This is an optimization exercise on Yosys and OpenROAD, whose aim is small area, not a production implementation. RTL that was checked went through simulation tests only; none was proved equivalent to the original. The RTL of runs 1 and 2 was laid out without a check of its function. Power is estimated from default activity; no workload was simulated.

### design/flow/design.v
`timescale 1ns / 1ps
module UartLink(
    input  logic         clock,
    input  logic         reset,
    input  logic         RX,
    input  logic         ROUND_DONE,
    input  logic [191:0] dataFromMEM,
    output logic         TX,
    output logic         DONE_WRITING,
    output logic [191:0] dataToA,
    output logic [10:0]  addrA,
    output logic         weA,
    output logic [10:0]  addrtoMEM,
    output logic         memSel,
    output logic         DONE_TRANSMITTING
    );
    localparam logic [1:0] IDLE = 2'd0, START = 2'd1, DATA = 2'd2, STOP = 2'd3;
    logic [191:0] ring;
    logic [7:0]   c;        
    logic [7:0]   idx;      
    logic [9:0]   timer;    
    logic [2:0]   pkt;      
    logic [1:0]   cs;       
    logic         txm;      
    logic         waitm;    
    logic         txq;
    localparam logic [9:0] TSTART = 10'd5;
    wire tc   = (timer[4:0] == 5'd0) && (timer[7:6] == 2'd0) &&
                (txm ? !timer[8] : !timer[5]);
    wire cz   = (c == 8'd0);
    wire wrap = idx[7] & (&idx[5:0]);           
    wire ins  = !txm && (cs == DATA) && cz && !tc;
    assign weA = !txm && (cs == STOP) && cz;
    assign DONE_WRITING = weA && (pkt == 3'd7);
    logic [7:0] bsel; logic [23:0] bbit;
    always_comb begin
        bsel = 8'd0; bsel[idx[2:0]] = 1'b1;
        for (int i = 0; i < 24; i++) begin
            bbit[i] = 1'b0;
            for (int j = 0; j < 8; j++) bbit[i] = bbit[i] | (dataFromMEM[8*i+j] & bsel[j]);
        end
    end
    wire txbit = bbit[idx[7:3]];
    assign DONE_TRANSMITTING = txm && (cs == IDLE) && timer[1];
    always_ff @(posedge clock)
        ring <= {ins ? RX : ring[0], ring[191:1]};
    wire cdec = !(cs == DATA && tc);
    always_ff @(posedge clock)
        c <= (cz && cdec) ? 8'd191 : c - {7'd0, cdec};
    always_ff @(posedge clock)
        if ((cs == IDLE && !txm) || tc) timer <= TSTART;
        else                            timer <= {timer[8:0], timer[9] ^ timer[6]};
    wire idx_inc = (cs == DATA) && tc;
    wire wdone   = (idx[7:3] == 5'd0);
    wire pkt_inc = weA || (txm && (cs == STOP) && tc && wdone);
    always_ff @(posedge clock or posedge reset)
        if (reset) begin
            idx <= 8'd0;
            pkt <= 3'd0;
        end else begin
            idx <= (idx_inc && wrap) ? 8'd0 : idx + {7'd0, idx_inc};
            pkt <= pkt + {2'd0, pkt_inc};
        end
    always_ff @(posedge clock or posedge reset) begin
        if (reset) begin
            cs    <= IDLE;
            txm   <= 1'b0;
            waitm <= 1'b0;
            txq   <= 1'b1;
        end else begin
            txq <= !(txm && (cs == START || (cs == DATA && !txbit)));
            case (cs)
                IDLE: begin
                    if (txm) begin
                        if (timer[1]) txm <= 1'b0;
                    end
                    else if (waitm) begin
                        if (ROUND_DONE) begin
                            waitm <= 1'b0;
                            txm   <= 1'b1;
                            cs    <= START;
                        end
                    end else if (!RX)
                        cs <= START;
                end
                START: if (tc) cs <= DATA;
                DATA: if (tc) begin
                    if (idx[2:0] == 3'd7) cs <= (txm || wrap) ? STOP : IDLE;
                end
                STOP: if (!txm) begin
                    if (cz) cs <= IDLE;
                end else if (tc) begin
                    cs <= START;
                    if (wdone && pkt == 3'd7) cs <= IDLE;
                end
            endcase
            if (weA) begin
                if (pkt == 3'd7) begin
                    waitm <= 1'b1;
                    cs    <= IDLE;
                end
            end
        end
    end
    assign dataToA           = ring;
    assign addrA             = {{8{txm}}, pkt};
    assign addrtoMEM         = {{8{waitm}}, pkt};
    assign memSel            = txm;
    assign TX                = txq;
endmodule
### design/flow/constraint.sdc
create_clock -name core_clock -period 10.0 [get_ports {clock}]
set_input_delay 2.0000 -clock core_clock [delete_from_list [all_inputs] [get_ports {clock}]]
set_output_delay 2.0000 -clock core_clock [all_outputs]
set_load 0.01 [all_outputs]
### design/flow/flow/abc_area.script
strash
&get -n
&deepsyn -T 15
&put
&get -n
&nf -p -a
&put
topo
stime -c
### design/flow/standard.sh
#!/bin/bash
# synth_recipe.tcl (not shown) runs the flow's synth.tcl, then flattens the netlist and writes it again
# the make line also repeats each setting of config.mk as NAME=value (left out here)
make -C /OpenROAD-flow-scripts/flow DESIGN_CONFIG=/design/flow/config.mk WORK_HOME=/design/flow/orfs CLKGATE_MAP_FILE= SYNTH_SCRIPT=/design/flow/synth_recipe.tcl "${@:-finish}"
### design/flow/flow/run.sh
#!/bin/bash
# The standard layout (standard.sh, ORFS) with these changes:
#  - synthesis is the standard flow's (synth_recipe.tcl) except that ABC maps the logic
#    with flow/abc_area.script, an area-oriented script;
#  - buffer_ports makes every port buffer from the smallest buffer cell;
#  - CTS uses small clock buffers, larger sink clusters and no dummy loads.
# Each tool's output is in flow.log and in ORFS's logs under orfs/logs.
set -o pipefail
here=$(pwd)
{
  head -n 1 synth_recipe.tcl
  cat <<EOT
proc abc {args} {
  set i [lsearch -exact \$args -script]
  if {\$i >= 0} { lset args [expr {\$i + 1}] $here/flow/abc_area.script }
  yosys abc {*}\$args
}
EOT
  tail -n +2 synth_recipe.tcl
} > my_synth.tcl
bash standard.sh \
  "SYNTH_SCRIPT=$here/my_synth.tcl" \
  'BUFFER_PORTS_ARGS=-buffer_cell sky130_fd_sc_hd__buf_1' \
  'CTS_ARGS=-sink_clustering_enable -repair_clock_nets -dont_use_dummy_load -buf_list {sky130_fd_sc_hd__clkbuf_4} -sink_clustering_size 12 -sink_clustering_max_diameter 40' \
  finish > flow.log 2>&1
### design/flow/config.mk
export PLATFORM = sky130hd
export DESIGN_NAME = UartLink
export DESIGN_NICKNAME = UartLink
export VERILOG_FILES = /design/flow/design.v
export SDC_FILE = /design/flow/constraint.sdc
export NUM_CORES = 4
export LEC_CHECK = 0
export CAP_MARGIN = 20
export CORE_MARGIN = 2
export CORE_UTILIZATION = 20
export PLACE_DENSITY = 0.7
export SLEW_MARGIN = 20
==> flow_summary.ini, run 1 <==
[routing]
vias_per_cell = 4.27
routed_wl_um = 23600
dr.pass1.iters = 10
drc = 0
drtIter0Drc = 337
vias = 5898
ant_nets = 0
avgRoutedWirePerCell_um = 17.1

[critical_path]
crit_path_start = c[3]
timing.rr.end = txq
crit_required_ns = 8.00
critical_path_class = reg2out
endpoint_kind = output pin
r2r_slack_ns = 6.69
crit_fanout = 5
worstSetupStartpointType = flop
cp.arrival_ns = 2.26
reg2reg_depth = 10
cp-endpoint = DONE_WRITING
timing.rr.start = idx[1]

[floorplan]
fp.dieArea_um2 = 34200
io_pins = 415
die_h_um = 185
coreArea_um2 = 32400
initial_core_util_pct = 20.2
fp.dieW_um = 185
fp-row-count = 66

[synth]
syn_inst = 505
synthTopCellsByCount = 210 x dfxtp_1, 49 x a22oi_1, 25 x a222oi_1
ys_ff_latch = 226
yosysMostFrequentCell = dfxtp_1
syn_avg_cell_area_um2 = 13.0
seq_area_frac_synth_pct = 70.3
yosys-top-cells-area = dfxtp_1 64%, dfrtp_1 5.7%, a22oi_1 5.6%
synth_area_leader_cell = dfxtp_1
synth_top_area_share_pct = 64.1
yosysUniqueCellTypes = 40
postSynth.asyncResetShare_pct = 7.08
syn-num-nets = 711
yosysWarnings = 1
yosys_most_used_dff = dfxtp_1
synth_edf_count = 0
syn_area_um2 = 6560

[global_routing]
first_global_vias = 5668
antenna_found_initial = 1
grt_util_all_layers_pct = 12.5
grt_max_degree = 30
grt_pass1_wl_um = 32000
overflow = 0

[sta]
hold_viol = 0
setup_violations = 0
fin_worst_hold_slack_ns = 0.276
fin_setup_tns_ns = 0
drv_slew = 0
worst_slew_pin_slew_ns = 1.03
rsz0062_at_grt = false
fmax_mhz = 235
clock_skew_ns = 0.0957
fin_crit_sh_pct = 42.6
min_period_ns = 4.26
relSlewSlack_pct = 31.2

[clock_tree]
clockBufferDepth = 3
clock_latency_ns = 0.67
cts_buffers = 28
ctsResizeCount = 0
clk_pin_slew_worst_paths_ns = 0.11
cts-root-buf = clkbuf_4
cts_sinks = 226
cts_setup_buffers = 0
cts_htree_levels = 1
holdBufCountCts = 0
cts_tree = built

[worst_hold_path]
hold_start = ring[142]
hp-class = reg2reg

[power_and_ir_drop]
p_leak_uw = 0.00307
power_density_nw_per_um2 = 151
ir_worst_vdd_mv = 0.140
total_power_uw = 1330

[layout]
drive_gt1_share_pct = 4.48
nFillCells = 3470
post-route-util_pct = 27.2
instances_no_fill = 1381
area_delta_synth_final_pct = 34.5
fin_nets = 1146

[flow_run]
cap_violations = 0

[place]
gp_congestion = 0.770
dp_cells = 1352
port_buffers = 414
dp_hpwl_um = 18400

[run_status]
status = no timing/DRC/antenna violations
==> worst min path at each step <==
stage / cells after the start / slack [ns] / endpoint
after global placement: 0 / 0.33 / ring[80]
after global routing: 0 / 0.27 / ring[141]
after CTS: 0 / 0.24 / ring[141]
final: 0 / 0.28 / ring[141]
after floorplan: 0 / 0.38 / ring[0]
after detailed placement: 0 / 0.33 / ring[103]
==> cells by family (layout without fill, tap and decap cells) <==
kind of cell,count (synthesis),after routing,synth area share [%]
mux,2,2,0.324
simple gates,110,110,8.95
buf+inv,25,458,2.52
xor+xnor,11,11,1.47
compound gates,121,121,14.6
flops,226,226,70.3
fa+ha+maj,10,10,1.91
other cells,0,1,0
==> through the flow <==
stage / instance area (um2) / setup WS [ns]
floorplan: 6560 / 6.67
global placement: 8600 / 6.41
detailed placement: 8600 / 6.36
CTS: 8810 / 5.66
global route: 8810 / 5.52
finish: 8810 / 5.74
==> state kept, by name, summed over array words and instances (netlist names) <==
signal	cells
cs	2
idx	8
pkt	3
c	8
waitm	1
ring	192
txm	1
txq	1
timer	10
==> area by class of cell <==
cell class | count | area [um2] | share of cell area, %
multi-input cells | 254 | 1790 | 20.3
well taps | 442 | 553 | 6.27
repair buffers | 424 | 1630 | 18.5
inverters | 6 | 22.5 | 0.256
clock buffers | 28 | 210 | 2.38
diodes | 1 | 2.50 | 0.0284
flip-flops and latches | 226 | 4610 | 52.2
==> cell usage in the layout, fill, tap and decap left out, drive strengths merged, types with 13 or more instances in the layout <==
cell    synthesis  layout
buf            19     424
dfxtp         210     210
a22oi          49      49
clkbuf          0      28
a222oi         25      25
nand2          19      19
nor2           19      19
nand4          18      18
dfrtp          15      15
nor2b          15      15
a21oi          13      13
==> metal layers <==
| layer | track usage (%) | wire, um | share of wire, % | vias up |
|---|---|---|---|---|
| li1 | - | - | - | 2742 |
| met1 | 12.0 | 8410 | 36 | 2716 |
| met5 | 0 | 0 | 0 | - |
| met2 | 24.9 | 12100 | 51 | 389 |
| met3 | 3.97 | 2460 | 10 | 51 |
| met4 | 3.84 | 644 | 2.7 | 0 |
==> worst max-delay path: stages, from the launching register on <==
cell,delay (ns)
dfxtp_1,0.35
nor4_1,0.27
nand3_1,0.12
or2_0,0.30
nor3_1,0.38
buf_1,0.20
==> where the power goes <==
part	switching [uW]	total [uW]	internal (uW)
Combinational	17.9	38.6	20.8
Sequential	0	901	901
Clock	261	389	128
==> inputs of run 2 (changes only) <==
--- a/design/flow/config.mk
+++ b/design/flow/config.mk
@@ -8,5 +8,6 @@
 export CAP_MARGIN = 20
 export CORE_MARGIN = 2
 export CORE_UTILIZATION = 20
+export GPL_TIMING_DRIVEN = 0
 export PLACE_DENSITY = 0.7
 export SLEW_MARGIN = 20
==> flow_summary.ini, run 2 <==
[run_status]
status = no timing/DRC/antenna violations

[synth]
yosysUniqueCellTypes = 40
synth_edf_count = 0
ys_ff_latch = 226
syn_inst = 505
syn_avg_cell_area_um2 = 13.0
yosysMostFrequentCell = dfxtp_1
syn-num-nets = 711
yosys_most_used_dff = dfxtp_1
yosys-top-cells-area = dfxtp_1 64%, dfrtp_1 5.7%, a22oi_1 5.6%
synthTopCellsByCount = 210 x dfxtp_1, 49 x a22oi_1, 25 x a222oi_1
synth_area_leader_cell = dfxtp_1
seq_area_frac_synth_pct = 70.3
synth_top_area_share_pct = 64.1
postSynth.asyncResetShare_pct = 7.08
syn_area_um2 = 6560
yosysWarnings = 1

[floorplan]
fp.dieW_um = 185
coreArea_um2 = 32400
initial_core_util_pct = 20.2
io_pins = 415
fp-row-count = 66
fp.dieArea_um2 = 34200
die_h_um = 185

[layout]
layout_common_cells = 414 x buf_1, 210 x dfxtp_1, 49 x a22oi_1
fin_area_um2 = 8980
nFillCells = 3425
largest_register_ff_count = 192
drive_gt1_share_pct = 6.18
diodes = 0
reg.largest.list = ring x192, timer x10
fin_nets = 1162
final_common_cell = buf_1
regMostFlops = ring
area_delta_synth_final_pct = 37.0

[place]
place_area_um2 = 8750
gp_congestion = 0.766
dp_hpwl_um = 18400
port_buffers = 414

[routing]
vias_per_cell = 4.27
wl_met2_um = 11900
wl_met3_um = 2170
dr.pass1.iters = 6
m1WireLength_um = 8510
vias = 5954
avgRoutedWirePerCell_um = 16.7
drtIter0Drc = 335
drc = 0
top_layer = met5
ant_nets = 0
routed_wl_um = 23300

[sta]
drv_slew = 0
fmax_mhz = 235
rsz0062_at_grt = false
relSlewSlack_pct = 23.0
setup_violations = 0
clock_skew_ns = 0.0962
fin_crit_sh_pct = 42.5
worst_slew_pin_slew_ns = 1.15
fin_setup_tns_ns = 0
min_period_ns = 4.25
hold_viol = 0

[power_and_ir_drop]
power_density_nw_per_um2 = 148
ir_worst_vdd_mv = 0.121
p_leak_uw = 0.00317

[flow_run]
cap_violations = 0

[clock_tree]
clk_pin_slew_worst_paths_ns = 0.11
cts-root-buf = clkbuf_4
holdBufCountCts = 0
cts_buffers = 29
cts_htree_levels = 1
cts_sinks = 226
clockBufferDepth = 3
clock_latency_ns = 0.67
cts_tree = built
cts_setup_buffers = 0
ctsResizeCount = 0

[critical_path]
endpoint_kind = output pin
crit_required_ns = 8.00
crit_fanout = 5
worstSetupStartpointType = flop
critical_path_class = reg2out
cp.arrival_ns = 2.25

[global_routing]
grt_pass1_wl_um = 31500
antenna_found_initial = 1
overflow = 0
grt_max_degree = 30
grt_util_all_layers_pct = 12.2
first_global_vias = 5743

[worst_hold_path]
hp-class = reg2reg
## run 2: cell types whose count changed in the layout (fill, tap and decap cells not counted), sizes merged
cell / change
buf: +15
clkbuf: +1
diode: -1
## run 2: where the power goes
group          internal (uW)  switching, uW  leakage [uW]
Sequential               901              0       0.00191
Clock                    132            261      0.000133
Combinational           20.8           17.6       0.00113
Total                   1050            279       0.00317
## run 2: layer usage
metal / global-route usage (%) / vias to the layer above
met5: 0 / -
met1: 12.3 / 2730
met4: 4.06 / 2
met3: 3.20 / 53
li1: - / 2775
met2: 24.0 / 394
## run 2: metrics by stage
step	setup slack (ns)	hold slack [ns]	util [%]	power, uW	std cells
finish	5.75	0.281	27.7	1330	1396
CTS	5.62	0.276	27.7	1360	1395
global route	5.48	0.283	27.7	1390	1396
detailed placement	6.03	0.335	27.0	959	1366
global placement	5.93	0.333	26.8	958	1361
floorplan	6.67	0.382	-	927	505
## run 2: area by class of cell
cell class	instances	area [um2]	share of cell area, %
Inverter	6	22.5	0.251
Buffer	19	143	1.59
Clock buffer	29	218	2.42
Sequential cell	226	4610	51.3
Multi-Input combinational cell	254	1800	20.1
Timing Repair Buffer	420	1640	18.2
Tap cell	442	553	6.16
## run 2: logic make-up (layout without fill, tap and decap cells)
| kind of cell | count (synthesis) | in the layout | synth area share, % |
|---|---|---|---|
| AOI/OAI and AO/OA | 121 | 121 | 14.6 |
| xor gates and xnor gates | 11 | 11 | 1.47 |
| adders and majority gates | 10 | 10 | 1.91 |
| buffers and inverters | 25 | 474 | 2.52 |
| DFF | 226 | 226 | 70.3 |
| muxes | 2 | 2 | 0.324 |
| and+or+nand+nor | 110 | 110 | 8.95 |
## run 2: final timing paths
check / slack, ns / cells after the start / startpoint / to
worst max register to register: 6.34 / 10 / idx[1] / txq
worst max-delay path: 5.75 / 5 / c[3] / DONE_WRITING
max in group asynchronous: 8.28 / 2 / reset / pkt[0]
worst min-delay path: 0.28 / 0 / ring[17] / ring[16]
worst min register to register: 0.28 / 0 / ring[17] / ring[16]
min in group asynchronous: 1.31 / 2 / reset / idx[0]
## run 2: worst max-delay path, cell delays in order, from the launching register on
cell and delay (ns):
dfxtp_1 0.34, nor4_1 0.28, nand3_1 0.12, or2_0 0.31, nor3_1 0.37, buf_1 0.20
==> inputs of run 3 (changes only) <==
--- a/design/flow/design.v
+++ b/design/flow/design.v
@@ -51,8 +51,7 @@
         if ((cs == IDLE && !txm) || tc) timer <= TSTART;
         else                            timer <= {timer[8:0], timer[9] ^ timer[6]};
     wire idx_inc = (cs == DATA) && tc;
-    wire wdone   = (idx[7:3] == 5'd0);
-    wire pkt_inc = weA || (txm && (cs == STOP) && tc && wdone);
+    wire pkt_inc = weA || (txm && (cs == STOP) && tc && (idx == 8'd0));
     always_ff @(posedge clock or posedge reset)
         if (reset) begin
             idx <= 8'd0;
@@ -91,7 +90,7 @@
                     if (cz) cs <= IDLE;
                 end else if (tc) begin
                     cs <= START;
-                    if (wdone && pkt == 3'd7) cs <= IDLE;
+                    if (idx == 8'd0 && pkt == 3'd7) cs <= IDLE;
                 end
             endcase
             if (weA) begin
--- a/design/flow/config.mk
+++ b/design/flow/config.mk
@@ -8,6 +8,5 @@
 export CAP_MARGIN = 20
 export CORE_MARGIN = 2
 export CORE_UTILIZATION = 20
-export GPL_TIMING_DRIVEN = 0
 export PLACE_DENSITY = 0.7
 export SLEW_MARGIN = 20
==> flow_summary.ini, run 3 <==
[global_routing]
grt_util_all_layers_pct = 12.1
grt_max_degree = 30
grt_pass1_wl_um = 31600
overflow = 0
first_global_vias = 5690
antenna_found_initial = 2

[floorplan]
fp.dieArea_um2 = 34300
initial_core_util_pct = 20.2
io_pins = 415
fp.dieW_um = 185
fp-row-count = 66
die_h_um = 185
coreArea_um2 = 32500

[routing]
drtIter0Drc = 450
drc = 0
routed_wl_um = 23200
avgRoutedWirePerCell_um = 16.8
vias_per_cell = 4.30
dr.pass1.iters = 7
ant_nets = 0
vias = 5946

[synth]
yosysMostFrequentCell = dfxtp_1
synth_area_leader_cell = dfxtp_1
synth_top_area_share_pct = 64.0
ys_ff_latch = 226
syn_avg_cell_area_um2 = 12.9
synth_edf_count = 0
postSynth.asyncResetShare_pct = 7.08
yosysWarnings = 1
yosys_most_used_dff = dfxtp_1
synth-compound-area-share_pct = 14.4
yosysUniqueCellTypes = 44
synth_top_family_by_area = compound AO/OA/AOI/OAI gates
synthAdderAreaFrac_pct = 1.90
yosys-top-cells-area = dfxtp_1 64%, dfrtp_1 5.7%, a22oi_1 4.8%
syn_area_um2 = 6570
syn-num-nets = 717
syn_inst = 511
synth_mux_area_share_pct = 0.324
synth-xor-area-share_pct = 1.47
seq_area_frac_synth_pct = 70.1
synthTopCellsByCount = 210 x dfxtp_1, 42 x a22oi_1, 24 x a222oi_1, 22 x nand4_1
synth_simple_gate_area_share_pct = 9.26

[clock_tree]
cts-root-buf = clkbuf_4
clk_pin_slew_worst_paths_ns = 0.11
clock_latency_ns = 0.66
clockBufferDepth = 3
cts_setup_buffers = 0
cts_tree = built
holdBufCountCts = 0
cts_buffers = 26
cts_htree_levels = 1
ctsResizeCount = 0
cts_sinks = 226

[power_and_ir_drop]
power_density_nw_per_um2 = 150
p_comb_share_pct = 3.0
ir_worst_vdd_mv = 0.122
p_clk_share_pct = 28.8
sw_frac_of_total_pct = 21.2
p_seq_share_pct = 68.2
intPower_uw = 1040
p_leak_uw = 0.00308
power_switching_uw = 280

[flow_run]
cap_violations = 0

[layout]
layout_common_cells = 414 x buf_1, 210 x dfxtp_1, 42 x a22oi_1
nFillCells = 3476
largest_register_ff_count = 192
reg.largest.list = ring x192, timer x10
drive_gt1_share_pct = 4.26
post-route-util_pct = 27.1
final_common_cell = buf_1
fin_nets = 1148
area_delta_synth_final_pct = 34.1
regMostFlops = ring

[critical_path]
critical_path_class = reg2out
worstSetupStartpointType = flop
cp.arrival_ns = 2.23
crit_fanout = 4
crit_required_ns = 8.00
endpoint_kind = output pin

[sta]
fmax_mhz = 236
clock_skew_ns = 0.0857
relSlewSlack_pct = 29.0
worst_slew_pin_slew_ns = 1.07
fin_setup_tns_ns = 0
fin_ws_ns = 5.77
min_period_ns = 4.23
setup_violations = 0
drv_slew = 0
hold_viol = 0
rsz0062_at_grt = false
fin_crit_sh_pct = 42.3

[place]
gp_congestion = 0.803
port_buffers = 414
dp_hpwl_um = 17800
post-place-ws_ns = 6.05

[worst_hold_path]
hp-class = reg2reg

[run_status]
status = no timing/DRC/antenna violations
## run 3: metrics by stage
step	hold WS, ns	cells	total power [uW]	instance area, um2
global placement	0.333	1356	960	8610
global route	0.308	1383	1380	8810
CTS	0.312	1382	1340	8810
finish	0.318	1383	1320	8810
floorplan	0.382	511	928	6570
detailed placement	0.333	1356	960	8610
## run 3: logic make-up after synthesis
kind of cell / Yosys count
AOI/OAI and AO/OA: 123
xor gates and xnor gates: 11
adders and majority gates: 10
buffers and inverters: 26
DFF: 226
muxes: 2
and+or+nand+nor: 113
## run 3: critical path: stages, from the launching register on
cell and delay (ns):
dfxtp_1 0.36, nor4_1 0.53, nand3_1 0.35, nor2_1 0.18, buf_1 0.16
## run 3: path summary, 6_finish.rpt
path	start	depth (start not counted)	slack, ns	to
min reg2reg	ring[13]	0	0.32	ring[12]
min in group asynchronous	reset	2	1.30	pkt[1]
max	c[4]	4	5.77	DONE_WRITING
max in group asynchronous	reset	2	8.25	txq
min	ring[13]	0	0.32	ring[12]
max reg2reg	idx[1]	12	6.42	txq
## run 3: cell type report
| type | count | area, um2 | area share (%) |
|---|---|---|---|
| antenna | 1 | 2.50 | 0.0284 |
| sequential | 226 | 4610 | 52.3 |
| multi-input combinational | 259 | 1810 | 20.6 |
| clock buffer | 26 | 195 | 2.22 |
| timing repair buffer | 422 | 1610 | 18.3 |
| inverter | 7 | 26.3 | 0.298 |
| tap | 442 | 553 | 6.28 |
## run 3: power by group through the flow
stage                     clock network, uW  registers (uW)  logic (uW)
final                                   380             901        40.0
after global routing                    434             901        43.7
after CTS                               400             901        39.8
after detailed placement                  0             921        39.3
after global placement                    0             921        38.8
after floorplan                           0             921        6.80
## run 3: routing by layer
metal	global-route usage, %	part of all wire, %
met2	23.6	50
met5	0	0.056
met4	4.06	3.1
met3	3.83	11
met1	12.1	36
==> inputs of run 4 (changes only) <==
--- a/design/flow/flow/run.sh
+++ b/design/flow/flow/run.sh
@@ -21,5 +21,5 @@
 bash standard.sh \
   "SYNTH_SCRIPT=$here/my_synth.tcl" \
   'BUFFER_PORTS_ARGS=-buffer_cell sky130_fd_sc_hd__buf_1' \
-  'CTS_ARGS=-sink_clustering_enable -repair_clock_nets -dont_use_dummy_load -buf_list {sky130_fd_sc_hd__clkbuf_4} -sink_clustering_size 12 -sink_clustering_max_diameter 40' \
+  'CTS_ARGS=-sink_clustering_enable -repair_clock_nets -dont_use_dummy_load -buf_list {sky130_fd_sc_hd__clkbuf_4} -sink_clustering_size 11 -sink_clustering_max_diameter 35' \
   finish > flow.log 2>&1
--- a/design/flow/config.mk
+++ b/design/flow/config.mk
@@ -8,5 +8,5 @@
 export CAP_MARGIN = 20
 export CORE_MARGIN = 2
 export CORE_UTILIZATION = 20
-export PLACE_DENSITY = 0.7
+export PLACE_DENSITY = 0.8
 export SLEW_MARGIN = 20
==> flow_summary.ini, run 4 <==
[place]
dp_hpwl_um = 18400
port_buffers = 414
gp_congestion = 0.832
dp_cells = 1355
place_area_um2 = 8610

[sta]
relSlewSlack_pct = 23.3
min_period_ns = 4.21
drv_slew = 0
setup_violations = 0
fmax_mhz = 237
worst_slew_pin_slew_ns = 1.15
clock_skew_ns = 0.101
hold_viol = 0
fin_crit_sh_pct = 42.1
fin_setup_tns_ns = 0
rsz0062_at_grt = false

[critical_path]
crit_path_max_incr_delay_ns = 0.53
slowest_stage = nor4_1
critical_path_class = reg2out
crit_fanout = 4
critPathTopFamily = simple AND/OR/NAND/NOR gates
crit_chain = nor4_1, nand3_1, nor2_1, buf_1
cp_num_buf_inv = 1
worstSetupStartpointType = flop
cp.arrival_ns = 2.21
crit_required_ns = 8.00
endpoint_kind = output pin

[synth]
synth_mux_area_share_pct = 0.324
yosysUniqueCellTypes = 44
yosysMostFrequentCell = dfxtp_1
synth_top_family_by_area = compound AO/OA/AOI/OAI gates
yosys-top-cells-area = dfxtp_1 64%, dfrtp_1 5.7%, a22oi_1 4.8%
yosys_most_used_dff = dfxtp_1
synth-xor-area-share_pct = 1.47
synth_simple_gate_area_share_pct = 9.26
syn_inst = 511
synthTopCellsByCount = 210 x dfxtp_1, 42 x a22oi_1, 24 x a222oi_1, 22 x nand4_1
syn_avg_cell_area_um2 = 12.9
synth_edf_count = 0
postSynth.asyncResetShare_pct = 7.08
synth_top_area_share_pct = 64.0
syn-num-nets = 717
seq_area_frac_synth_pct = 70.1
ys_ff_latch = 226
synth_area_leader_cell = dfxtp_1
yosysWarnings = 1
synthAdderAreaFrac_pct = 1.90
syn_area_um2 = 6570
synth-compound-area-share_pct = 14.4

[clock_tree]
cts_buffers = 34
cts_htree_levels = 2
cts-root-buf = clkbuf_4
clock_latency_ns = 0.64
cts_tree = built
clockBufferDepth = 3
ctsResizeCount = 0
cts_setup_buffers = 0
cts_sinks = 226
holdBufCountCts = 0
clk_pin_slew_worst_paths_ns = 0.11

[layout]
layout_common_cells = 414 x buf_1, 210 x dfxtp_1, 42 x a22oi_1
final_common_cell = buf_1
instances_no_fill = 1393
fin_area_um2 = 8870
area_delta_synth_final_pct = 35.1
regMostFlops = ring
drive_gt1_share_pct = 5.07
nFillCells = 3440
reg.largest.list = ring x192, timer x10
fin_nets = 1155
largest_register_ff_count = 192

[power_and_ir_drop]
power_density_nw_per_um2 = 154
p_leak_uw = 0.00311
ir_worst_vdd_mv = 0.130
total_power_uw = 1370

[floorplan]
fp.dieArea_um2 = 34300
fp-row-count = 66
coreArea_um2 = 32500
io_pins = 415
fp.dieW_um = 185
die_h_um = 185
initial_core_util_pct = 20.2

[routing]
drtIter0Drc = 435
vias_per_cell = 4.41
vias = 6140
dr.pass1.iters = 5
avgRoutedWirePerCell_um = 17.4
routed_wl_um = 24200
ant_nets = 0
drc = 0

[worst_hold_path]
hp-class = reg2reg

[run_status]
status = no timing/DRC/antenna violations

[global_routing]
grt_max_degree = 30
antenna_found_initial = 3
first_global_vias = 6061
grt_util_all_layers_pct = 13.1
grt_pass1_wl_um = 33400
overflow = 0

[flow_run]
cap_violations = 0
==> run 4: layer usage <==
| layer | vias up | wire [um] | GRT usage (%) |
|---|---|---|---|
| li1 | 2783 | - | - |
| met1 | 2862 | 8810 | 12.8 |
| met2 | 435 | 11900 | 24.5 |
| met3 | 60 | 2480 | 4.38 |
| met4 | 0 | 997 | 6.35 |
| met5 | - | 0 | 0 |
==> run 4: cell type report <==
class	count	area, um2	area share, %
clock buffers	34	255	2.88
inverters	7	26.3	0.296
repair buffers	421	1610	18.1
multi-input cells	259	1810	20.4
flip-flops and latches	226	4610	51.9
diodes	4	10.0	0.113
well taps	442	553	6.23
==> run 4: cells by family after synthesis <==
family,after synthesis
fa+ha+maj,10
compound gates,123
flops,226
buf+inv,26
mux,2
xor+xnor,11
simple gates,113
==> run 4: final timing paths <==
kind,startpoint,endpoint,slack [ns],depth (start not counted)
worst max register to register,idx[0],txq,5.94,11
worst max-delay path,c[1],DONE_WRITING,5.79,4
worst min register to register,ring[26],ring[25],0.28,0
max in group asynchronous,reset,idx[3],8.28,2
min in group asynchronous,reset,idx[2],1.37,2
worst min-delay path,ring[26],ring[25],0.28,0
==> run 4: where the power goes <==
group          internal, uW  switching (uW)  total, uW
combinational          21.1            19.3       40.5
sequential              901               0        901
clock                   156             273        430
total                  1080             293       1370
==> run 4: per-stage QoR <==
stage / util, % / worst slack, ns / hold WS [ns]
finish: 27.3 / 5.79 / 0.282
global route: 27.3 / 5.41 / 0.283
CTS: 27.3 / 5.64 / 0.281
detailed placement: 26.5 / 6.12 / 0.334
global placement: 26.5 / 6.20 / 0.333
floorplan: - / 5.81 / 0.382

[re-timing with driven ports]
Ports are ideal in the flow. The routed layouts listed here were re-timed in OpenROAD.
Step 1, drivers: a clkbuf_16 drives clock and a buf_2 each remaining input, both assumed.
Step 2 moves the port delays by t, midway between the first and last clock arrival at a register: inputs arrive t later, outputs are due t later. That takes back most of the time a late clock gives input paths.
a / b / c = ideal / step 1 / step 2; a / b = the first two.
run | t (ns) | setup WS [ns] | pins driven straight from the clock port
run 1 | 0.635 | 5.742 / 5.709 / 6.345 | 1
run 2 | 0.638 | 5.752 / 5.720 / 6.118 | 1
run 3 | 0.657 | 5.769 / 5.737 / 6.079 | 1
run 4 | 0.613 | 5.787 / 5.753 / 5.944 | 1
After both steps setup and hold are still met in every run listed.
